Source: an optimization exercise on an open RTL-to-GDS flow (aim: small area and a short achievable clock period). Production flows keep margins and buffers that such runs may drop.
Only the layout flow was run in this run; the RTL was not checked for function there.
Power is estimated from default activity; no workload was simulated.

<file path="design.v">
module SCPU(clk, rst_n, in_valid, instruction, MEM_out, busy, out_valid, out0, out1, out2, out3, out4, out5, out6, out7, out8, out9, out10, out11, out12, out13, out14, out15, WEN, ADDR, MEM_in);
input clk, rst_n, in_valid;
input [18:0] instruction;
input [15:0] MEM_out;
output busy, out_valid, WEN;
output [12:0] ADDR;
output [15:0] MEM_in;
output reg [15:0] out0, out1, out2, out3, out4, out5, out6, out7, out8, out9, out10, out11, out12, out13, out14, out15;
assign busy = 1'b0;
wire [15:0] rdA, rdB;
scpu_rd u_rd(.r({out15, out14, out13, out12, out11, out10, out9, out8, out7, out6, out5, out4, out3, out2, out1, out0}), .rs(instruction[15:12]), .rt(instruction[11:8]), .a(rdA), .b(rdB));
wire [7:0] alo_n;
wire ac8_n;
wire [4:0] ahp1_n;
scpu_ag u_ag(.a(rdA[12:0]), .imm(instruction[7:0]), .lo(alo_n), .c8(ac8_n), .hp1(ahp1_n));
reg v1, wen_r;
reg [2:0] op1;
reg [11:0] f1;
reg [15:0] A, B;
reg [7:0] alo;
reg ac8;
reg [4:0] ahp1;
always @(posedge clk or negedge rst_n)
  if (!rst_n) begin v1 <= 1'b0; wen_r <= 1'b1; end
  else begin v1 <= in_valid; wen_r <= ~(in_valid & (instruction[18:16] == 3'd5)); end
always @(posedge clk) begin
  op1 <= instruction[18:16];
  f1 <= instruction[11:0];
  A <= rdA;
  B <= rdB;
  alo <= alo_n;
  ac8 <= ac8_n;
  ahp1 <= ahp1_n;
end
assign WEN = wen_r;
assign ADDR = {ac8 ? ahp1 : A[12:8], alo};
assign MEM_in = B;
wire mm = (op1 == 3'd1);
wire [61:0] mrow;
scpu_mul u_mul(.a(A), .b(B), .mm(mm), .r(mrow));
wire [31:0] aluS, aluC;
scpu_alu u_alu(.a(A), .b(B), .op(op1), .f(f1[7:0]), .s(aluS), .c(aluC));
reg v2, we1, we2, ld2, ov;
reg [3:0] d1, d2;
reg q0_0, q0_1, q1_0, q2_0, q2_1, q3_0, q3_1, q4_0, q4_1, q5_0, q5_1, q6_0, q6_1, q7_0, q7_1, q8_0, q8_1, q9_0, q9_1, q10_0, q10_1, q11_0, q11_1, q12_0, q12_1, q13_0, q13_1, q14_0, q14_1, q15_0, q15_1, q16_0, q16_1, q17_0, q17_1, q18_0, q18_1, q19_0, q19_1, q20_0, q20_1, q21_0, q21_1, q22_0, q22_1, q23_0, q23_1, q24_0, q24_1, q25_0, q25_1, q26_0, q26_1, q27_0, q27_1, q28_0, q28_1, q29_0, q29_1, q30_0, q30_1, q31_0, q31_1;
always @(posedge clk or negedge rst_n)
  if (!rst_n) begin v2 <= 1'b0; we1 <= 1'b0; we2 <= 1'b0; end
  else begin
    v2 <= v1;
    we1 <= v1 & (op1 != 3'd5);
    we2 <= v1 & ((op1 == 3'd1) | (op1 == 3'd2) | (op1 == 3'd7));
  end
always @(posedge clk) begin
  ld2 <= (op1 == 3'd6);
  d1 <= ((op1 == 3'd3) | (op1 == 3'd4) | (op1 == 3'd6)) ? f1[11:8] : f1[7:4];
  d2 <= f1[3:0];
  q0_0 <= mrow[0] | aluS[0];
  q0_1 <= mrow[1] | aluC[0];
  q1_0 <= mrow[2] | aluS[1];
  q2_0 <= mrow[3] | aluS[2];
  q2_1 <= mrow[4];
  q3_0 <= mrow[5] | aluS[3];
  q3_1 <= mrow[6];
  q4_0 <= mrow[7] | aluS[4];
  q4_1 <= mrow[8];
  q5_0 <= mrow[9] | aluS[5];
  q5_1 <= mrow[10];
  q6_0 <= mrow[11] | aluS[6];
  q6_1 <= mrow[12];
  q7_0 <= mrow[13] | aluS[7];
  q7_1 <= mrow[14];
  q8_0 <= mrow[15] | aluS[8];
  q8_1 <= mrow[16];
  q9_0 <= mrow[17] | aluS[9];
  q9_1 <= mrow[18];
  q10_0 <= mrow[19] | aluS[10];
  q10_1 <= mrow[20];
  q11_0 <= mrow[21] | aluS[11];
  q11_1 <= mrow[22];
  q12_0 <= mrow[23] | aluS[12];
  q12_1 <= mrow[24];
  q13_0 <= mrow[25] | aluS[13];
  q13_1 <= mrow[26];
  q14_0 <= mrow[27] | aluS[14];
  q14_1 <= mrow[28];
  q15_0 <= mrow[29] | aluS[15];
  q15_1 <= mrow[30];
  q16_0 <= mrow[31] | aluS[16];
  q16_1 <= mrow[32] | aluC[16];
  q17_0 <= mrow[33] | aluS[17];
  q17_1 <= mrow[34] | aluC[17];
  q18_0 <= mrow[35] | aluS[18];
  q18_1 <= mrow[36] | aluC[18];
  q19_0 <= mrow[37] | aluS[19];
  q19_1 <= mrow[38] | aluC[19];
  q20_0 <= mrow[39] | aluS[20];
  q20_1 <= mrow[40] | aluC[20];
  q21_0 <= mrow[41] | aluS[21];
  q21_1 <= mrow[42] | aluC[21];
  q22_0 <= mrow[43] | aluS[22];
  q22_1 <= mrow[44] | aluC[22];
  q23_0 <= mrow[45] | aluS[23];
  q23_1 <= mrow[46] | aluC[23];
  q24_0 <= mrow[47] | aluS[24];
  q24_1 <= mrow[48] | aluC[24];
  q25_0 <= mrow[49] | aluS[25];
  q25_1 <= mrow[50] | aluC[25];
  q26_0 <= mrow[51] | aluS[26];
  q26_1 <= mrow[52] | aluC[26];
  q27_0 <= mrow[53] | aluS[27];
  q27_1 <= mrow[54] | aluC[27];
  q28_0 <= mrow[55] | aluS[28];
  q28_1 <= mrow[56] | aluC[28];
  q29_0 <= mrow[57] | aluS[29];
  q29_1 <= mrow[58] | aluC[29];
  q30_0 <= mrow[59] | aluS[30];
  q30_1 <= mrow[60] | aluC[30];
  q31_0 <= mrow[61] | aluS[31];
  q31_1 <= aluC[31];
end
wire [31:0] P;
scpu_fin u_fin(.q({q31_1, q31_0, q30_1, q30_0, q29_1, q29_0, q28_1, q28_0, q27_1, q27_0, q26_1, q26_0, q25_1, q25_0, q24_1, q24_0, q23_1, q23_0, q22_1, q22_0, q21_1, q21_0, q20_1, q20_0, q19_1, q19_0, q18_1, q18_0, q17_1, q17_0, q16_1, q16_0, q15_1, q15_0, q14_1, q14_0, q13_1, q13_0, q12_1, q12_0, q11_1, q11_0, q10_1, q10_0, q9_1, q9_0, q8_1, q8_0, q7_1, q7_0, q6_1, q6_0, q5_1, q5_0, q4_1, q4_0, q3_1, q3_0, q2_1, q2_0, q1_0, q0_1, q0_0}), .p(P));
wire [15:0] W1 = ld2 ? MEM_out : P[31:16];
wire [15:0] W2 = P[15:0];
assign out_valid = ov;
always @(posedge clk or negedge rst_n)
  if (!rst_n) begin
    ov <= 1'b0;
    out0 <= 16'd0;
    out1 <= 16'd0;
    out2 <= 16'd0;
    out3 <= 16'd0;
    out4 <= 16'd0;
    out5 <= 16'd0;
    out6 <= 16'd0;
    out7 <= 16'd0;
    out8 <= 16'd0;
    out9 <= 16'd0;
    out10 <= 16'd0;
    out11 <= 16'd0;
    out12 <= 16'd0;
    out13 <= 16'd0;
    out14 <= 16'd0;
    out15 <= 16'd0;
  end else begin
    ov <= v2;
    if (we2 && d2 == 4'd0) out0 <= W2; else if (we1 && d1 == 4'd0) out0 <= W1;
    if (we2 && d2 == 4'd1) out1 <= W2; else if (we1 && d1 == 4'd1) out1 <= W1;
    if (we2 && d2 == 4'd2) out2 <= W2; else if (we1 && d1 == 4'd2) out2 <= W1;
    if (we2 && d2 == 4'd3) out3 <= W2; else if (we1 && d1 == 4'd3) out3 <= W1;
    if (we2 && d2 == 4'd4) out4 <= W2; else if (we1 && d1 == 4'd4) out4 <= W1;
    if (we2 && d2 == 4'd5) out5 <= W2; else if (we1 && d1 == 4'd5) out5 <= W1;
    if (we2 && d2 == 4'd6) out6 <= W2; else if (we1 && d1 == 4'd6) out6 <= W1;
    if (we2 && d2 == 4'd7) out7 <= W2; else if (we1 && d1 == 4'd7) out7 <= W1;
    if (we2 && d2 == 4'd8) out8 <= W2; else if (we1 && d1 == 4'd8) out8 <= W1;
    if (we2 && d2 == 4'd9) out9 <= W2; else if (we1 && d1 == 4'd9) out9 <= W1;
    if (we2 && d2 == 4'd10) out10 <= W2; else if (we1 && d1 == 4'd10) out10 <= W1;
    if (we2 && d2 == 4'd11) out11 <= W2; else if (we1 && d1 == 4'd11) out11 <= W1;
    if (we2 && d2 == 4'd12) out12 <= W2; else if (we1 && d1 == 4'd12) out12 <= W1;
    if (we2 && d2 == 4'd13) out13 <= W2; else if (we1 && d1 == 4'd13) out13 <= W1;
    if (we2 && d2 == 4'd14) out14 <= W2; else if (we1 && d1 == 4'd14) out14 <= W1;
    if (we2 && d2 == 4'd15) out15 <= W2; else if (we1 && d1 == 4'd15) out15 <= W1;
  end
endmodule
module scpu_rd(r, rs, rt, a, b);
input [255:0] r;
input [3:0] rs, rt;
output [15:0] a, b;
wire [15:0] sa = 16'd1 << rs;
wire [15:0] sb = 16'd1 << rt;
reg [15:0] ta, tb;
integer i;
always @(*) begin
  ta = 16'd0; tb = 16'd0;
  for (i = 0; i < 16; i = i + 1) begin
    ta = ta | (r[16*i +: 16] & {16{sa[i]}});
    tb = tb | (r[16*i +: 16] & {16{sb[i]}});
  end
end
assign a = ta;
assign b = tb;
endmodule
module scpu_ag(a, imm, lo, c8, hp1);
input [12:0] a;
input [7:0] imm;
output [7:0] lo;
output c8;
output [4:0] hp1;
assign {c8, lo} = {1'b0, a[7:0]} + {1'b0, imm};
assign hp1 = a[12:8] + 5'd1;
endmodule
module scpu_mul(a, b, mm, r);
input [15:0] a, b;
input mm;
output [61:0] r;
wire [16:0] bx = {b, 1'b0};
wire [16:0] ax = {a[15], a};
wire [7:0] one, two, ng, nsx;
assign one[0] = mm & (bx[1] ^ bx[0]);
assign two[0] = mm & ((bx[2] & ~bx[1] & ~bx[0]) | (~bx[2] & bx[1] & bx[0]));
assign ng[0] = mm & bx[2];
assign one[1] = mm & (bx[3] ^ bx[2]);
assign two[1] = mm & ((bx[4] & ~bx[3] & ~bx[2]) | (~bx[4] & bx[3] & bx[2]));
assign ng[1] = mm & bx[4];
assign one[2] = mm & (bx[5] ^ bx[4]);
assign two[2] = mm & ((bx[6] & ~bx[5] & ~bx[4]) | (~bx[6] & bx[5] & bx[4]));
assign ng[2] = mm & bx[6];
assign one[3] = mm & (bx[7] ^ bx[6]);
assign two[3] = mm & ((bx[8] & ~bx[7] & ~bx[6]) | (~bx[8] & bx[7] & bx[6]));
assign ng[3] = mm & bx[8];
assign one[4] = mm & (bx[9] ^ bx[8]);
assign two[4] = mm & ((bx[10] & ~bx[9] & ~bx[8]) | (~bx[10] & bx[9] & bx[8]));
assign ng[4] = mm & bx[10];
assign one[5] = mm & (bx[11] ^ bx[10]);
assign two[5] = mm & ((bx[12] & ~bx[11] & ~bx[10]) | (~bx[12] & bx[11] & bx[10]));
assign ng[5] = mm & bx[12];
assign one[6] = mm & (bx[13] ^ bx[12]);
assign two[6] = mm & ((bx[14] & ~bx[13] & ~bx[12]) | (~bx[14] & bx[13] & bx[12]));
assign ng[6] = mm & bx[14];
assign one[7] = mm & (bx[15] ^ bx[14]);
assign two[7] = mm & ((bx[16] & ~bx[15] & ~bx[14]) | (~bx[16] & bx[15] & bx[14]));
assign ng[7] = mm & bx[16];
wire [16:0] pp0 = (({17{one[0]}} & ax) | ({17{two[0]}} & {ax[15:0], 1'b0})) ^ {17{ng[0]}};
assign nsx[0] = mm & ~pp0[16];
wire [16:0] pp1 = (({17{one[1]}} & ax) | ({17{two[1]}} & {ax[15:0], 1'b0})) ^ {17{ng[1]}};
assign nsx[1] = mm & ~pp1[16];
wire [16:0] pp2 = (({17{one[2]}} & ax) | ({17{two[2]}} & {ax[15:0], 1'b0})) ^ {17{ng[2]}};
assign nsx[2] = mm & ~pp2[16];
wire [16:0] pp3 = (({17{one[3]}} & ax) | ({17{two[3]}} & {ax[15:0], 1'b0})) ^ {17{ng[3]}};
assign nsx[3] = mm & ~pp3[16];
wire [16:0] pp4 = (({17{one[4]}} & ax) | ({17{two[4]}} & {ax[15:0], 1'b0})) ^ {17{ng[4]}};
assign nsx[4] = mm & ~pp4[16];
wire [16:0] pp5 = (({17{one[5]}} & ax) | ({17{two[5]}} & {ax[15:0], 1'b0})) ^ {17{ng[5]}};
assign nsx[5] = mm & ~pp5[16];
wire [16:0] pp6 = (({17{one[6]}} & ax) | ({17{two[6]}} & {ax[15:0], 1'b0})) ^ {17{ng[6]}};
assign nsx[6] = mm & ~pp6[16];
wire [16:0] pp7 = (({17{one[7]}} & ax) | ({17{two[7]}} & {ax[15:0], 1'b0})) ^ {17{ng[7]}};
assign nsx[7] = mm & ~pp7[16];
wire sx0 = mm & pp0[16];
wire mhs0, mhc0, mhs1, mhc1, mfs0, mfc0, mhs2, mhc2, mfs1, mfc1, mhs3, mhc3, mfs2, mfc2, mfs3, mfc3, mhs4, mhc4, mfs4, mfc4, mfs5, mfc5, mhs5, mhc5, mfs6, mfc6, mfs7, mfc7, mhs6, mhc6, mfs8, mfc8, mfs9, mfc9, mhs7, mhc7, mfs10, mfc10, mfs11, mfc11, mhs8, mhc8, mfs12, mfc12, mfs13, mfc13, mfs14, mfc14, mhs9, mhc9, mhs10, mhc10, mhs11, mhc11, mfs15, mfc15, mhs12, mhc12, mfs16, mfc16, mhs13, mhc13, mfs17, mfc17, mfs18, mfc18, mfs19, mfc19, mfs20, mfc20, mfs21, mfc21, mfs22, mfc22, mfs23, mfc23, mfs24, mfc24, mfs25, mfc25, mfs26, mfc26, mfs27, mfc27, mfs28, mfc28, mfs29, mfc29, mfs30, mfc30, mfs31, mfc31, mfs32, mfc32, mfs33, mfc33, mfs34, mfc34, mfs35, mfc35, mfs36, mfc36, mfs37, mfc37, mfs38, mfc38, mfs39, mfc39, mfs40, mfc40, mfs41, mfc41, mfs42, mfc42, mfs43, mfc43, mhs14, mhc14, mfs44, mfc44, mhs15, mhc15, mhs16, mhc16, mhs17, mhc17, mfs45, mfc45, mfs46, mfc46, mfs47, mfc47, mfs48, mfc48, mfs49, mfc49, mfs50, mfc50, mfs51, mfc51, mfs52, mfc52, mfs53, mfc53, mfs54, mfc54, mfs55, mfc55, mfs56, mfc56, mfs57, mfc57, mfs58, mfc58, mfs59, mfc59, mfs60, mfc60, mfs61, mfc61, mfs62, mfc62, mfs63, mfc63, mfs64, mfc64, mfs65, mfc65, mhs18, mhc18, mhs19, mhc19, mhs20, mhc20, mfs66, mfc66, mfs67, mfc67, mfs68, mfc68, mfs69, mfc69, mfs70, mfc70, mfs71, mfc71, mfs72, mfc72, mfs73, mfc73, mfs74, mfc74, mfs75, mfc75, mfs76, mfc76, mfs77, mfc77, mfs78, mfc78, mfs79, mfc79, mfs80, mfc80, mfs81, mfc81, mfs82, mfc82, mfs83, mfc83, mfs84, mfc84, mfs85, mfc85, mfs86, mfc86, mfs87, mfc87, mfs88, mfc88, mfs89, mfc89, mfs90, mfc90, mhs21, mhc21;
assign mhs0 = pp0[10] ^ pp1[8];
assign mhc0 = pp0[10] & pp1[8];
assign mhs1 = pp0[11] ^ pp1[9];
assign mhc1 = pp0[11] & pp1[9];
assign mfs0 = pp0[12] ^ pp1[10] ^ pp2[8];
assign mfc0 = (pp0[12] & pp1[10]) | (pp0[12] & pp2[8]) | (pp1[10] & pp2[8]);
assign mhs2 = pp3[6] ^ pp4[4];
assign mhc2 = pp3[6] & pp4[4];
assign mfs1 = pp0[13] ^ pp1[11] ^ pp2[9];
assign mfc1 = (pp0[13] & pp1[11]) | (pp0[13] & pp2[9]) | (pp1[11] & pp2[9]);
assign mhs3 = pp3[7] ^ pp4[5];
assign mhc3 = pp3[7] & pp4[5];
assign mfs2 = pp0[14] ^ pp1[12] ^ pp2[10];
assign mfc2 = (pp0[14] & pp1[12]) | (pp0[14] & pp2[10]) | (pp1[12] & pp2[10]);
assign mfs3 = pp3[8] ^ pp4[6] ^ pp5[4];
assign mfc3 = (pp3[8] & pp4[6]) | (pp3[8] & pp5[4]) | (pp4[6] & pp5[4]);
assign mhs4 = pp6[2] ^ pp7[0];
assign mhc4 = pp6[2] & pp7[0];
assign mfs4 = pp0[15] ^ pp1[13] ^ pp2[11];
assign mfc4 = (pp0[15] & pp1[13]) | (pp0[15] & pp2[11]) | (pp1[13] & pp2[11]);
assign mfs5 = pp3[9] ^ pp4[7] ^ pp5[5];
assign mfc5 = (pp3[9] & pp4[7]) | (pp3[9] & pp5[5]) | (pp4[7] & pp5[5]);
assign mhs5 = pp6[3] ^ pp7[1];
assign mhc5 = pp6[3] & pp7[1];
assign mfs6 = sx0 ^ pp1[14] ^ pp2[12];
assign mfc6 = (sx0 & pp1[14]) | (sx0 & pp2[12]) | (pp1[14] & pp2[12]);
assign mfs7 = pp3[10] ^ pp4[8] ^ pp5[6];
assign mfc7 = (pp3[10] & pp4[8]) | (pp3[10] & pp5[6]) | (pp4[8] & pp5[6]);
assign mhs6 = pp6[4] ^ pp7[2];
assign mhc6 = pp6[4] & pp7[2];
assign mfs8 = sx0 ^ pp1[15] ^ pp2[13];
assign mfc8 = (sx0 & pp1[15]) | (sx0 & pp2[13]) | (pp1[15] & pp2[13]);
assign mfs9 = pp3[11] ^ pp4[9] ^ pp5[7];
assign mfc9 = (pp3[11] & pp4[9]) | (pp3[11] & pp5[7]) | (pp4[9] & pp5[7]);
assign mhs7 = pp6[5] ^ pp7[3];
assign mhc7 = pp6[5] & pp7[3];
assign mfs10 = nsx[0] ^ nsx[1] ^ pp2[14];
assign mfc10 = (nsx[0] & nsx[1]) | (nsx[0] & pp2[14]) | (nsx[1] & pp2[14]);
assign mfs11 = pp3[12] ^ pp4[10] ^ pp5[8];
assign mfc11 = (pp3[12] & pp4[10]) | (pp3[12] & pp5[8]) | (pp4[10] & pp5[8]);
assign mhs8 = pp6[6] ^ pp7[4];
assign mhc8 = pp6[6] & pp7[4];
assign mfs12 = mm ^ pp2[15] ^ pp3[13];
assign mfc12 = (mm & pp2[15]) | (mm & pp3[13]) | (pp2[15] & pp3[13]);
assign mfs13 = pp4[11] ^ pp5[9] ^ pp6[7];
assign mfc13 = (pp4[11] & pp5[9]) | (pp4[11] & pp6[7]) | (pp5[9] & pp6[7]);
assign mfs14 = nsx[2] ^ pp3[14] ^ pp4[12];
assign mfc14 = (nsx[2] & pp3[14]) | (nsx[2] & pp4[12]) | (pp3[14] & pp4[12]);
assign mhs9 = mm ^ pp3[15];
assign mhc9 = mm & pp3[15];
assign mhs10 = pp0[6] ^ pp1[4];
assign mhc10 = pp0[6] & pp1[4];
assign mhs11 = pp0[7] ^ pp1[5];
assign mhc11 = pp0[7] & pp1[5];
assign mfs15 = pp0[8] ^ pp1[6] ^ pp2[4];
assign mfc15 = (pp0[8] & pp1[6]) | (pp0[8] & pp2[4]) | (pp1[6] & pp2[4]);
assign mhs12 = pp3[2] ^ pp4[0];
assign mhc12 = pp3[2] & pp4[0];
assign mfs16 = pp0[9] ^ pp1[7] ^ pp2[5];
assign mfc16 = (pp0[9] & pp1[7]) | (pp0[9] & pp2[5]) | (pp1[7] & pp2[5]);
assign mhs13 = pp3[3] ^ pp4[1];
assign mhc13 = pp3[3] & pp4[1];
assign mfs17 = pp2[6] ^ pp3[4] ^ pp4[2];
assign mfc17 = (pp2[6] & pp3[4]) | (pp2[6] & pp4[2]) | (pp3[4] & pp4[2]);
assign mfs18 = pp5[0] ^ ng[5] ^ mhs0;
assign mfc18 = (pp5[0] & ng[5]) | (pp5[0] & mhs0) | (ng[5] & mhs0);
assign mfs19 = pp2[7] ^ pp3[5] ^ pp4[3];
assign mfc19 = (pp2[7] & pp3[5]) | (pp2[7] & pp4[3]) | (pp3[5] & pp4[3]);
assign mfs20 = pp5[1] ^ mhc0 ^ mhs1;
assign mfc20 = (pp5[1] & mhc0) | (pp5[1] & mhs1) | (mhc0 & mhs1);
assign mfs21 = pp5[2] ^ pp6[0] ^ ng[6];
assign mfc21 = (pp5[2] & pp6[0]) | (pp5[2] & ng[6]) | (pp6[0] & ng[6]);
assign mfs22 = mhc1 ^ mfs0 ^ mhs2;
assign mfc22 = (mhc1 & mfs0) | (mhc1 & mhs2) | (mfs0 & mhs2);
assign mfs23 = pp5[3] ^ pp6[1] ^ mfc0;
assign mfc23 = (pp5[3] & pp6[1]) | (pp5[3] & mfc0) | (pp6[1] & mfc0);
assign mfs24 = mhc2 ^ mfs1 ^ mhs3;
assign mfc24 = (mhc2 & mfs1) | (mhc2 & mhs3) | (mfs1 & mhs3);
assign mfs25 = ng[7] ^ mfc1 ^ mhc3;
assign mfc25 = (ng[7] & mfc1) | (ng[7] & mhc3) | (mfc1 & mhc3);
assign mfs26 = mfs2 ^ mfs3 ^ mhs4;
assign mfc26 = (mfs2 & mfs3) | (mfs2 & mhs4) | (mfs3 & mhs4);
assign mfs27 = mfc2 ^ mfc3 ^ mhc4;
assign mfc27 = (mfc2 & mfc3) | (mfc2 & mhc4) | (mfc3 & mhc4);
assign mfs28 = mfs4 ^ mfs5 ^ mhs5;
assign mfc28 = (mfs4 & mfs5) | (mfs4 & mhs5) | (mfs5 & mhs5);
assign mfs29 = mfc4 ^ mfc5 ^ mhc5;
assign mfc29 = (mfc4 & mfc5) | (mfc4 & mhc5) | (mfc5 & mhc5);
assign mfs30 = mfs6 ^ mfs7 ^ mhs6;
assign mfc30 = (mfs6 & mfs7) | (mfs6 & mhs6) | (mfs7 & mhs6);
assign mfs31 = mfc6 ^ mfc7 ^ mhc6;
assign mfc31 = (mfc6 & mfc7) | (mfc6 & mhc6) | (mfc7 & mhc6);
assign mfs32 = mfs8 ^ mfs9 ^ mhs7;
assign mfc32 = (mfs8 & mfs9) | (mfs8 & mhs7) | (mfs9 & mhs7);
assign mfs33 = mfc8 ^ mfc9 ^ mhc7;
assign mfc33 = (mfc8 & mfc9) | (mfc8 & mhc7) | (mfc9 & mhc7);
assign mfs34 = mfs10 ^ mfs11 ^ mhs8;
assign mfc34 = (mfs10 & mfs11) | (mfs10 & mhs8) | (mfs11 & mhs8);
assign mfs35 = pp7[5] ^ mfc10 ^ mfc11;
assign mfc35 = (pp7[5] & mfc10) | (pp7[5] & mfc11) | (mfc10 & mfc11);
assign mfs36 = mhc8 ^ mfs12 ^ mfs13;
assign mfc36 = (mhc8 & mfs12) | (mhc8 & mfs13) | (mfs12 & mfs13);
assign mfs37 = pp5[10] ^ pp6[8] ^ pp7[6];
assign mfc37 = (pp5[10] & pp6[8]) | (pp5[10] & pp7[6]) | (pp6[8] & pp7[6]);
assign mfs38 = mfc12 ^ mfc13 ^ mfs14;
assign mfc38 = (mfc12 & mfc13) | (mfc12 & mfs14) | (mfc13 & mfs14);
assign mfs39 = pp4[13] ^ pp5[11] ^ pp6[9];
assign mfc39 = (pp4[13] & pp5[11]) | (pp4[13] & pp6[9]) | (pp5[11] & pp6[9]);
assign mfs40 = pp7[7] ^ mfc14 ^ mhs9;
assign mfc40 = (pp7[7] & mfc14) | (pp7[7] & mhs9) | (mfc14 & mhs9);
assign mfs41 = nsx[3] ^ pp4[14] ^ pp5[12];
assign mfc41 = (nsx[3] & pp4[14]) | (nsx[3] & pp5[12]) | (pp4[14] & pp5[12]);
assign mfs42 = pp6[10] ^ pp7[8] ^ mhc9;
assign mfc42 = (pp6[10] & pp7[8]) | (pp6[10] & mhc9) | (pp7[8] & mhc9);
assign mfs43 = mm ^ pp4[15] ^ pp5[13];
assign mfc43 = (mm & pp4[15]) | (mm & pp5[13]) | (pp4[15] & pp5[13]);
assign mhs14 = pp6[11] ^ pp7[9];
assign mhc14 = pp6[11] & pp7[9];
assign mfs44 = nsx[4] ^ pp5[14] ^ pp6[12];
assign mfc44 = (nsx[4] & pp5[14]) | (nsx[4] & pp6[12]) | (pp5[14] & pp6[12]);
assign mhs15 = mm ^ pp5[15];
assign mhc15 = mm & pp5[15];
assign mhs16 = pp0[4] ^ pp1[2];
assign mhc16 = pp0[4] & pp1[2];
assign mhs17 = pp0[5] ^ pp1[3];
assign mhc17 = pp0[5] & pp1[3];
assign mfs45 = pp2[2] ^ pp3[0] ^ ng[3];
assign mfc45 = (pp2[2] & pp3[0]) | (pp2[2] & ng[3]) | (pp3[0] & ng[3]);
assign mfs46 = pp2[3] ^ pp3[1] ^ mhc10;
assign mfc46 = (pp2[3] & pp3[1]) | (pp2[3] & mhc10) | (pp3[1] & mhc10);
assign mfs47 = ng[4] ^ mhc11 ^ mfs15;
assign mfc47 = (ng[4] & mhc11) | (ng[4] & mfs15) | (mhc11 & mfs15);
assign mfs48 = mfc15 ^ mhc12 ^ mfs16;
assign mfc48 = (mfc15 & mhc12) | (mfc15 & mfs16) | (mhc12 & mfs16);
assign mfs49 = mfc16 ^ mhc13 ^ mfs17;
assign mfc49 = (mfc16 & mhc13) | (mfc16 & mfs17) | (mhc13 & mfs17);
assign mfs50 = mfc17 ^ mfc18 ^ mfs19;
assign mfc50 = (mfc17 & mfc18) | (mfc17 & mfs19) | (mfc18 & mfs19);
assign mfs51 = mfc19 ^ mfc20 ^ mfs21;
assign mfc51 = (mfc19 & mfc20) | (mfc19 & mfs21) | (mfc20 & mfs21);
assign mfs52 = mfc21 ^ mfc22 ^ mfs23;
assign mfc52 = (mfc21 & mfc22) | (mfc21 & mfs23) | (mfc22 & mfs23);
assign mfs53 = mfc23 ^ mfc24 ^ mfs25;
assign mfc53 = (mfc23 & mfc24) | (mfc23 & mfs25) | (mfc24 & mfs25);
assign mfs54 = mfc25 ^ mfc26 ^ mfs27;
assign mfc54 = (mfc25 & mfc26) | (mfc25 & mfs27) | (mfc26 & mfs27);
assign mfs55 = mfc27 ^ mfc28 ^ mfs29;
assign mfc55 = (mfc27 & mfc28) | (mfc27 & mfs29) | (mfc28 & mfs29);
assign mfs56 = mfc29 ^ mfc30 ^ mfs31;
assign mfc56 = (mfc29 & mfc30) | (mfc29 & mfs31) | (mfc30 & mfs31);
assign mfs57 = mfc31 ^ mfc32 ^ mfs33;
assign mfc57 = (mfc31 & mfc32) | (mfc31 & mfs33) | (mfc32 & mfs33);
assign mfs58 = mfc33 ^ mfc34 ^ mfs35;
assign mfc58 = (mfc33 & mfc34) | (mfc33 & mfs35) | (mfc34 & mfs35);
assign mfs59 = mfc35 ^ mfc36 ^ mfs37;
assign mfc59 = (mfc35 & mfc36) | (mfc35 & mfs37) | (mfc36 & mfs37);
assign mfs60 = mfc37 ^ mfc38 ^ mfs39;
assign mfc60 = (mfc37 & mfc38) | (mfc37 & mfs39) | (mfc38 & mfs39);
assign mfs61 = mfc39 ^ mfc40 ^ mfs41;
assign mfc61 = (mfc39 & mfc40) | (mfc39 & mfs41) | (mfc40 & mfs41);
assign mfs62 = mfc41 ^ mfc42 ^ mfs43;
assign mfc62 = (mfc41 & mfc42) | (mfc41 & mfs43) | (mfc42 & mfs43);
assign mfs63 = pp7[10] ^ mfc43 ^ mhc14;
assign mfc63 = (pp7[10] & mfc43) | (pp7[10] & mhc14) | (mfc43 & mhc14);
assign mfs64 = pp6[13] ^ pp7[11] ^ mfc44;
assign mfc64 = (pp6[13] & pp7[11]) | (pp6[13] & mfc44) | (pp7[11] & mfc44);
assign mfs65 = nsx[5] ^ pp6[14] ^ pp7[12];
assign mfc65 = (nsx[5] & pp6[14]) | (nsx[5] & pp7[12]) | (pp6[14] & pp7[12]);
assign mhs18 = mm ^ pp6[15];
assign mhc18 = mm & pp6[15];
assign mhs19 = pp0[2] ^ pp1[0];
assign mhc19 = pp0[2] & pp1[0];
assign mhs20 = pp0[3] ^ pp1[1];
assign mhc20 = pp0[3] & pp1[1];
assign mfs66 = pp2[0] ^ ng[2] ^ mhs16;
assign mfc66 = (pp2[0] & ng[2]) | (pp2[0] & mhs16) | (ng[2] & mhs16);
assign mfs67 = pp2[1] ^ mhc16 ^ mhs17;
assign mfc67 = (pp2[1] & mhc16) | (pp2[1] & mhs17) | (mhc16 & mhs17);
assign mfs68 = mhs10 ^ mhc17 ^ mfs45;
assign mfc68 = (mhs10 & mhc17) | (mhs10 & mfs45) | (mhc17 & mfs45);
assign mfs69 = mhs11 ^ mfc45 ^ mfs46;
assign mfc69 = (mhs11 & mfc45) | (mhs11 & mfs46) | (mfc45 & mfs46);
assign mfs70 = mhs12 ^ mfc46 ^ mfs47;
assign mfc70 = (mhs12 & mfc46) | (mhs12 & mfs47) | (mfc46 & mfs47);
assign mfs71 = mhs13 ^ mfc47 ^ mfs48;
assign mfc71 = (mhs13 & mfc47) | (mhs13 & mfs48) | (mfc47 & mfs48);
assign mfs72 = mfs18 ^ mfc48 ^ mfs49;
assign mfc72 = (mfs18 & mfc48) | (mfs18 & mfs49) | (mfc48 & mfs49);
assign mfs73 = mfs20 ^ mfc49 ^ mfs50;
assign mfc73 = (mfs20 & mfc49) | (mfs20 & mfs50) | (mfc49 & mfs50);
assign mfs74 = mfs22 ^ mfc50 ^ mfs51;
assign mfc74 = (mfs22 & mfc50) | (mfs22 & mfs51) | (mfc50 & mfs51);
assign mfs75 = mfs24 ^ mfc51 ^ mfs52;
assign mfc75 = (mfs24 & mfc51) | (mfs24 & mfs52) | (mfc51 & mfs52);
assign mfs76 = mfs26 ^ mfc52 ^ mfs53;
assign mfc76 = (mfs26 & mfc52) | (mfs26 & mfs53) | (mfc52 & mfs53);
assign mfs77 = mfs28 ^ mfc53 ^ mfs54;
assign mfc77 = (mfs28 & mfc53) | (mfs28 & mfs54) | (mfc53 & mfs54);
assign mfs78 = mfs30 ^ mfc54 ^ mfs55;
assign mfc78 = (mfs30 & mfc54) | (mfs30 & mfs55) | (mfc54 & mfs55);
assign mfs79 = mfs32 ^ mfc55 ^ mfs56;
assign mfc79 = (mfs32 & mfc55) | (mfs32 & mfs56) | (mfc55 & mfs56);
assign mfs80 = mfs34 ^ mfc56 ^ mfs57;
assign mfc80 = (mfs34 & mfc56) | (mfs34 & mfs57) | (mfc56 & mfs57);
assign mfs81 = mfs36 ^ mfc57 ^ mfs58;
assign mfc81 = (mfs36 & mfc57) | (mfs36 & mfs58) | (mfc57 & mfs58);
assign mfs82 = mfs38 ^ mfc58 ^ mfs59;
assign mfc82 = (mfs38 & mfc58) | (mfs38 & mfs59) | (mfc58 & mfs59);
assign mfs83 = mfs40 ^ mfc59 ^ mfs60;
assign mfc83 = (mfs40 & mfc59) | (mfs40 & mfs60) | (mfc59 & mfs60);
assign mfs84 = mfs42 ^ mfc60 ^ mfs61;
assign mfc84 = (mfs42 & mfc60) | (mfs42 & mfs61) | (mfc60 & mfs61);
assign mfs85 = mhs14 ^ mfc61 ^ mfs62;
assign mfc85 = (mhs14 & mfc61) | (mhs14 & mfs62) | (mfc61 & mfs62);
assign mfs86 = mfs44 ^ mfc62 ^ mfs63;
assign mfc86 = (mfs44 & mfc62) | (mfs44 & mfs63) | (mfc62 & mfs63);
assign mfs87 = mhs15 ^ mfc63 ^ mfs64;
assign mfc87 = (mhs15 & mfc63) | (mhs15 & mfs64) | (mfc63 & mfs64);
assign mfs88 = mhc15 ^ mfc64 ^ mfs65;
assign mfc88 = (mhc15 & mfc64) | (mhc15 & mfs65) | (mfc64 & mfs65);
assign mfs89 = pp7[13] ^ mfc65 ^ mhs18;
assign mfc89 = (pp7[13] & mfc65) | (pp7[13] & mhs18) | (mfc65 & mhs18);
assign mfs90 = nsx[6] ^ pp7[14] ^ mhc18;
assign mfc90 = (nsx[6] & pp7[14]) | (nsx[6] & mhc18) | (pp7[14] & mhc18);
assign mhs21 = mm ^ pp7[15];
assign mhc21 = mm & pp7[15];
assign r = {mm, mhc21, nsx[7], mhs21, mfc90, mfs90, mfc89, mfs89, mfc88, mfs88, mfc87, mfs87, mfc86, mfs86, mfc85, mfs85, mfc84, mfs84, mfc83, mfs83, mfc82, mfs82, mfc81, mfs81, mfc80, mfs80, mfc79, mfs79, mfc78, mfs78, mfc77, mfs77, mfc76, mfs76, mfc75, mfs75, mfc74, mfs74, mfc73, mfs73, mfc72, mfs72, mfc71, mfs71, mfc70, mfs70, mfc69, mfs69, mfc68, mfs68, mfc67, mfs67, mfc66, mfs66, mhc20, mhs20, mhc19, mhs19, ng[1], pp0[1], ng[0], pp0[0]};
endmodule
module scpu_alu(a, b, op, f, s, c);
input [15:0] a, b;
input [2:0] op;
input [7:0] f;
output [31:0] s, c;
wire [3:0] func = f[3:0];
wire addlike = ((op == 3'd0) & ((func == 4'd3) | (func == 4'd4))) | (op == 3'd3) | (op == 3'd4);
wire sub = ((op == 3'd0) & (func == 4'd4)) | (op == 3'd4);
wire eq = (a == b);
wire lt = ($signed(a) < $signed(b));
wire cmp = (op == 3'd2) ? eq : lt;
wire iscmp = (op == 3'd2) | (op == 3'd7);
reg [15:0] sh;
always @(*) begin
  sh = 16'd0;
  if (addlike) sh = a;
  else if (op == 3'd0) begin
    case (func)
      4'd0: sh = a & b;
      4'd1: sh = a | b;
      4'd2: sh = a ^ b;
      default: sh = 16'd0;
    endcase
  end else if (iscmp) sh = {15'd0, cmp};
end
wire [15:0] ch0 = (op == 3'd0) ? b : {{8{f[7]}}, f};
wire [15:0] ch = addlike ? (ch0 ^ {16{sub}}) : 16'd0;
assign s = {sh, {15{sub}}, sub | (iscmp & ~cmp)};
assign c = {ch, 15'd0, sub};
endmodule
module scpu_fin(q, p);
input [62:0] q;
output [31:0] p;
wire q0_0 = q[0];
wire q0_1 = q[1];
wire q1_0 = q[2];
wire q2_0 = q[3];
wire q2_1 = q[4];
wire q3_0 = q[5];
wire q3_1 = q[6];
wire q4_0 = q[7];
wire q4_1 = q[8];
wire q5_0 = q[9];
wire q5_1 = q[10];
wire q6_0 = q[11];
wire q6_1 = q[12];
wire q7_0 = q[13];
wire q7_1 = q[14];
wire q8_0 = q[15];
wire q8_1 = q[16];
wire q9_0 = q[17];
wire q9_1 = q[18];
wire q10_0 = q[19];
wire q10_1 = q[20];
wire q11_0 = q[21];
wire q11_1 = q[22];
wire q12_0 = q[23];
wire q12_1 = q[24];
wire q13_0 = q[25];
wire q13_1 = q[26];
wire q14_0 = q[27];
wire q14_1 = q[28];
wire q15_0 = q[29];
wire q15_1 = q[30];
wire q16_0 = q[31];
wire q16_1 = q[32];
wire q17_0 = q[33];
wire q17_1 = q[34];
wire q18_0 = q[35];
wire q18_1 = q[36];
wire q19_0 = q[37];
wire q19_1 = q[38];
wire q20_0 = q[39];
wire q20_1 = q[40];
wire q21_0 = q[41];
wire q21_1 = q[42];
wire q22_0 = q[43];
wire q22_1 = q[44];
wire q23_0 = q[45];
wire q23_1 = q[46];
wire q24_0 = q[47];
wire q24_1 = q[48];
wire q25_0 = q[49];
wire q25_1 = q[50];
wire q26_0 = q[51];
wire q26_1 = q[52];
wire q27_0 = q[53];
wire q27_1 = q[54];
wire q28_0 = q[55];
wire q28_1 = q[56];
wire q29_0 = q[57];
wire q29_1 = q[58];
wire q30_0 = q[59];
wire q30_1 = q[60];
wire q31_0 = q[61];
wire q31_1 = q[62];
wire [31:0] fs = {q31_0, q30_0, q29_0, q28_0, q27_0, q26_0, q25_0, q24_0, q23_0, q22_0, q21_0, q20_0, q19_0, q18_0, q17_0, q16_0, q15_0, q14_0, q13_0, q12_0, q11_0, q10_0, q9_0, q8_0, q7_0, q6_0, q5_0, q4_0, q3_0, q2_0, q1_0, q0_0};
wire [31:0] fc = {q31_1, q30_1, q29_1, q28_1, q27_1, q26_1, q25_1, q24_1, q23_1, q22_1, q21_1, q20_1, q19_1, q18_1, q17_1, q16_1, q15_1, q14_1, q13_1, q12_1, q11_1, q10_1, q9_1, q8_1, q7_1, q6_1, q5_1, q4_1, q3_1, q2_1, 1'b0, q0_1};
assign p = fs + fc;
endmodule
</file>
<file path="flow/run.sh">
#!/bin/bash
set -euo pipefail
bash standard.sh "BUFFER_PORTS_ARGS=-buffer_cell sky130_fd_sc_hd__buf_1" finish > standard.log 2>&1
</file>
<file path="standard.sh">
#!/bin/bash
# synth_recipe.tcl (not shown) runs the flow's synth.tcl, then flattens the netlist and writes it again
# the make line also repeats each setting of config.mk as NAME=value (left out here)
make -C /OpenROAD-flow-scripts/flow DESIGN_CONFIG=/design/flow/config.mk WORK_HOME=/design/flow/orfs CLKGATE_MAP_FILE= SYNTH_SCRIPT=/design/flow/synth_recipe.tcl "${@:-finish}"
</file>
<file path="config.mk">
export PLATFORM = sky130hd
export DESIGN_NAME = SCPU
export DESIGN_NICKNAME = SCPU
export VERILOG_FILES = /design/flow/design.v
export SDC_FILE = /design/flow/constraint.sdc
export NUM_CORES = 8
export LEC_CHECK = 0
export CAP_MARGIN = 20
export CORE_MARGIN = 2
export CORE_UTILIZATION = 40
export SETUP_SLACK_MARGIN = 5
export SLEW_MARGIN = 20
export SYNTH_HIERARCHICAL = 1
export SYNTH_MINIMUM_KEEP_SIZE = 0
</file>
<file path="constraint.sdc">
create_clock -name core_clock -period 8.0 [get_ports {clk}]
set_input_delay 1.6000 -clock core_clock [delete_from_list [all_inputs] [get_ports {clk}]]
set_output_delay 1.6000 -clock core_clock [all_outputs]
set_load 0.01 [all_outputs]
</file>
==> results.txt <==
==> metal layers <==
metal,routed length (µm),track usage (%),up-vias
met2,80720,57.89,4004
li1,-,-,15975
met1,77340,57.69,19915
met3,35630,17.59,1142
met5,338,1.035,-
met4,20320,27.39,16
==> placed cells by master (no fill, tap or decap), types with 31 or more instances in the layout <==
cell and n:
sky130_fd_sc_hd__a22o_1 52, sky130_fd_sc_hd__nand3_1 275, sky130_fd_sc_hd__mux2i_1 130, sky130_fd_sc_hd__o31ai_1 231, sky130_fd_sc_hd__nor3_4 40, sky130_fd_sc_hd__buf_6 70, sky130_fd_sc_hd__a211oi_1 32, sky130_fd_sc_hd__buf_4 244
sky130_fd_sc_hd__maj3_1 69, sky130_fd_sc_hd__o22ai_1 53, sky130_fd_sc_hd__fa_2 51, sky130_fd_sc_hd__dfrtp_2 50, sky130_fd_sc_hd__o31ai_2 37, sky130_fd_sc_hd__o221ai_1 31, sky130_fd_sc_hd__fa_1 37, sky130_fd_sc_hd__o21ai_0 67
sky130_fd_sc_hd__ha_1 66, sky130_fd_sc_hd__inv_1 115, sky130_fd_sc_hd__a21oi_1 365, sky130_fd_sc_hd__o21ai_1 49, sky130_fd_sc_hd__a22oi_1 46, sky130_fd_sc_hd__nor3_2 115, sky130_fd_sc_hd__buf_12 84, sky130_fd_sc_hd__buf_1 297
sky130_fd_sc_hd__dfxtp_1 85, sky130_fd_sc_hd__dfrtp_1 211, sky130_fd_sc_hd__inv_2 36, sky130_fd_sc_hd__xnor2_1 41, sky130_fd_sc_hd__nand2_1 170, sky130_fd_sc_hd__dfxtp_4 35, sky130_fd_sc_hd__clkbuf_16 61, sky130_fd_sc_hd__a2bb2oi_1 35
sky130_fd_sc_hd__nor3_1 112, sky130_fd_sc_hd__nor2_1 116, sky130_fd_sc_hd__nand2b_1 35
==> worst max-delay path, stage by stage, from the launching register on <==
cell,delay (ns)
sky130_fd_sc_hd__dfxtp_4,0.37
sky130_fd_sc_hd__buf_12,0.15
sky130_fd_sc_hd__xor2_4,0.16
sky130_fd_sc_hd__and2_4,0.19
sky130_fd_sc_hd__a222oi_1,0.46
sky130_fd_sc_hd__nand2b_4,0.23
sky130_fd_sc_hd__fa_2,0.46
sky130_fd_sc_hd__fa_2,0.35
sky130_fd_sc_hd__fa_1,0.52
sky130_fd_sc_hd__inv_2,0.04
sky130_fd_sc_hd__fa_2,0.41
sky130_fd_sc_hd__or2_4,0.24
==> area by class of cell <==
type | instances | area (µm²) | area share [%]
Multi-Input combinational cell | 3058 | 26030 | 55.30
Sequential cell | 395 | 9430 | 20.04
Timing Repair Buffer | 794 | 7691 | 16.34
Tap cell | 1165 | 1458 | 3.097
Clock buffer | 60 | 1295 | 2.752
Inverter | 170 | 721.9 | 1.534
Clock inverter | 24 | 391.6 | 0.8322
Antenna cell | 12 | 30.03 | 0.06381
Timing Repair inverter | 1 | 16.27 | 0.03456
==> worst paths after layout <==
| path | to | slack, ns | depth (start not counted) |
|---|---|---|---|
| min | ov | 0.35 | 0 |
| min in group asynchronous | out15[7] | 1.04 | 1 |
| max | q18_1 | 4.31 | 11 |
| min reg2reg | ov | 0.35 | 0 |
| max in group asynchronous | out12[1] | 5.36 | 2 |
| max reg2reg | q18_1 | 4.31 | 11 |
==> power by group <==
group,switching [mW],internal (mW)
Sequential,2.37,2.90
Clock,0.977,1.47
Combinational,8.29,5.55
Total,11.6,9.92
==> what timing repair did <==
| action | in CTS | in global routing |
|---|---|---|
| gates cloned | 57 | 19 |
| pin swaps | 148 | 211 |
| endpoints found under the setup margin | 410 | 286 |
| setup buffers | 223 | 100 |
| resized for setup | 634 | 340 |
==> run_summary.xml <==
<?xml version="1.0" encoding="UTF-8"?>
<metrics>
  <group name="sta">
    <metric name="final_min_period_over_clock_period" unit="%">46.13</metric>
    <metric name="hold_viol" unit="">0</metric>
    <metric name="worst_clock_skew" unit="ns">0.03873</metric>
    <metric name="final.hold.worst_slack" unit="ns">0.3531</metric>
    <metric name="setup-tns-final" unit="ns">0</metric>
    <metric name="slew_violations" unit="">0</metric>
    <metric name="max_freq" unit="GHz">0.2709</metric>
    <metric name="max_slew.worst_pin.slew" unit="ns">1.282</metric>
    <metric name="unrepaired_setup_endpoints_after_global_routing" unit="">yes</metric>
    <metric name="finalSetupViolCount" unit="">0</metric>
    <metric name="layout_setup_ws" unit="ns">4.309</metric>
    <metric name="post-route-min-period" unit="ns">3.691</metric>
    <metric name="slew_headroom" unit="%">14.56</metric>
  </group>
  <group name="floorplan">
    <metric name="start_util" unit="%">40.44</metric>
    <metric name="die_area" unit="µm²">91900</metric>
    <metric name="die_h" unit="µm">303.2</metric>
    <metric name="io_pins" unit="">326</metric>
    <metric name="die_width" unit="µm">303.2</metric>
    <metric name="core_region_area" unit="µm²">88510</metric>
    <metric name="rows" unit="">109</metric>
  </group>
  <group name="place">
    <metric name="placed_cells_incl_taps" unit="">5183</metric>
    <metric name="portBuffers" unit="">324</metric>
    <metric name="cell_area_reported_after_detailed_placement" unit="µm²">36520</metric>
    <metric name="detailedPlacementHpwl" unit="mm">123.7</metric>
    <metric name="gp_congestion" unit="">1.033</metric>
    <metric name="placement.setup.worst_slack" unit="ns">3.037</metric>
  </group>
  <group name="detailed_routing">
    <metric name="dr_total_vias" unit="">41052</metric>
    <metric name="drt-pass1-iter-count" unit="">9</metric>
    <metric name="drt-initial-drc-count" unit="">7639</metric>
    <metric name="drc" unit="">0</metric>
    <metric name="wire_per_inst" unit="µm">37.74</metric>
    <metric name="final_antenna_net_count" unit="">0</metric>
    <metric name="routed_wl" unit="mm">214.3</metric>
    <metric name="post_dr_vias_cell" unit="">7.229</metric>
  </group>
  <group name="outcome">
    <metric name="outcome" unit="">no timing/DRC/antenna violations</metric>
  </group>
  <group name="power_and_ir_drop">
    <metric name="maximum_resistive_drop_on_vdd" unit="µV">464.8</metric>
    <metric name="power_density" unit="nW/µm²">458.1</metric>
    <metric name="design_power_total" unit="mW">21.56</metric>
    <metric name="p_leak" unit="nW">17.71</metric>
  </group>
  <group name="global_route">
    <metric name="grt_pass1_vias" unit="">36484</metric>
    <metric name="all_layer_gr_usage" unit="%">43.47</metric>
    <metric name="grt_pass1_wl" unit="mm">286.0</metric>
    <metric name="grt-ovfl-total" unit="">0</metric>
    <metric name="grt_antenna_before_repair" unit="">15</metric>
    <metric name="grt_start_max_net_pins" unit="">155</metric>
  </group>
  <group name="final_layout">
    <metric name="area.growth.synth_to_final" unit="%">31.46</metric>
    <metric name="instances_no_fill" unit="">5679</metric>
    <metric name="n_fill_cell" unit="">7675</metric>
    <metric name="final_area" unit="µm²">47060</metric>
    <metric name="post-route-util" unit="%">53.17</metric>
    <metric name="layout-drive-gt1-share" unit="%">32.79</metric>
    <metric name="nNetsFinal" unit="">4702</metric>
  </group>
  <group name="setup_path">
    <metric name="timing_worst_setup_path_type" unit="">reg -&gt; reg</metric>
    <metric name="crit_fanout" unit="">5</metric>
    <metric name="worstSetupStartpointType" unit="">flop</metric>
    <metric name="cp_data_arrival_time" unit="ns">4.18</metric>
    <metric name="cp_data_required_time" unit="ns">8.49</metric>
    <metric name="worst_r2r_startpoint" unit="">B[9]</metric>
    <metric name="cp-end-kind" unit="">flop</metric>
    <metric name="critical_path.startpoint" unit="">B[9]</metric>
  </group>
  <group name="cts">
    <metric name="cts.clk_slew.worst_paths" unit="ns">0.06</metric>
    <metric name="cts_hold_buf" unit="">0</metric>
    <metric name="insertion_delay" unit="ns">0.63</metric>
    <metric name="tritoncts" unit="">done</metric>
    <metric name="clockRootBuffer" unit="">sky130_fd_sc_hd__clkbuf_16</metric>
    <metric name="htree_levels" unit="">2</metric>
    <metric name="cts_buffers" unit="">46</metric>
    <metric name="cts_sinks" unit="">395</metric>
    <metric name="maximum_clock_insertion_buffer_count" unit="">3</metric>
  </group>
  <group name="synthesis">
    <metric name="avgSynthCellArea" unit="µm²">8.503</metric>
    <metric name="syn_area" unit="µm²">35800</metric>
    <metric name="total_nets_after_synthesis" unit="">4446</metric>
    <metric name="syn_inst" unit="">4210</metric>
    <metric name="yosys_warnings" unit="">9</metric>
  </group>
  <group name="job">
    <metric name="total_of_max_cap_violations" unit="">0</metric>
  </group>
  <group name="worst_hold_path">
    <metric name="hold_start" unit="">v2</metric>
    <metric name="worstHoldPathType" unit="">reg -&gt; reg</metric>
  </group>
</metrics>

==> re-timing with driven ports <==
The flow's constraints put no driver on any port. The routed layout listed below was extracted and timed again, unchanged, in two steps.
Step 1: set_driving_cell puts a clkbuf_16 on clk and a buf_2 on each other input, an assumption about the parent block.
Step 2 times the ports against the registers' clock, not the clock port: input delays grow and output delays shrink by t, the midpoint of the rising clock arrivals with the driver on.
Three values: ideal ports, drivers, drivers and shift; two values: the first two.
shift t [ns]: 0.679
slack for setup (ns): 4.309 / 4.309 / 3.956
worst register clock-pin slew, ns: 0.07 / 0.07
After both steps setup and hold are still met in this run. The setup slack of this run moves by 0.000 ns with the drivers and by -0.353 ns with both steps.
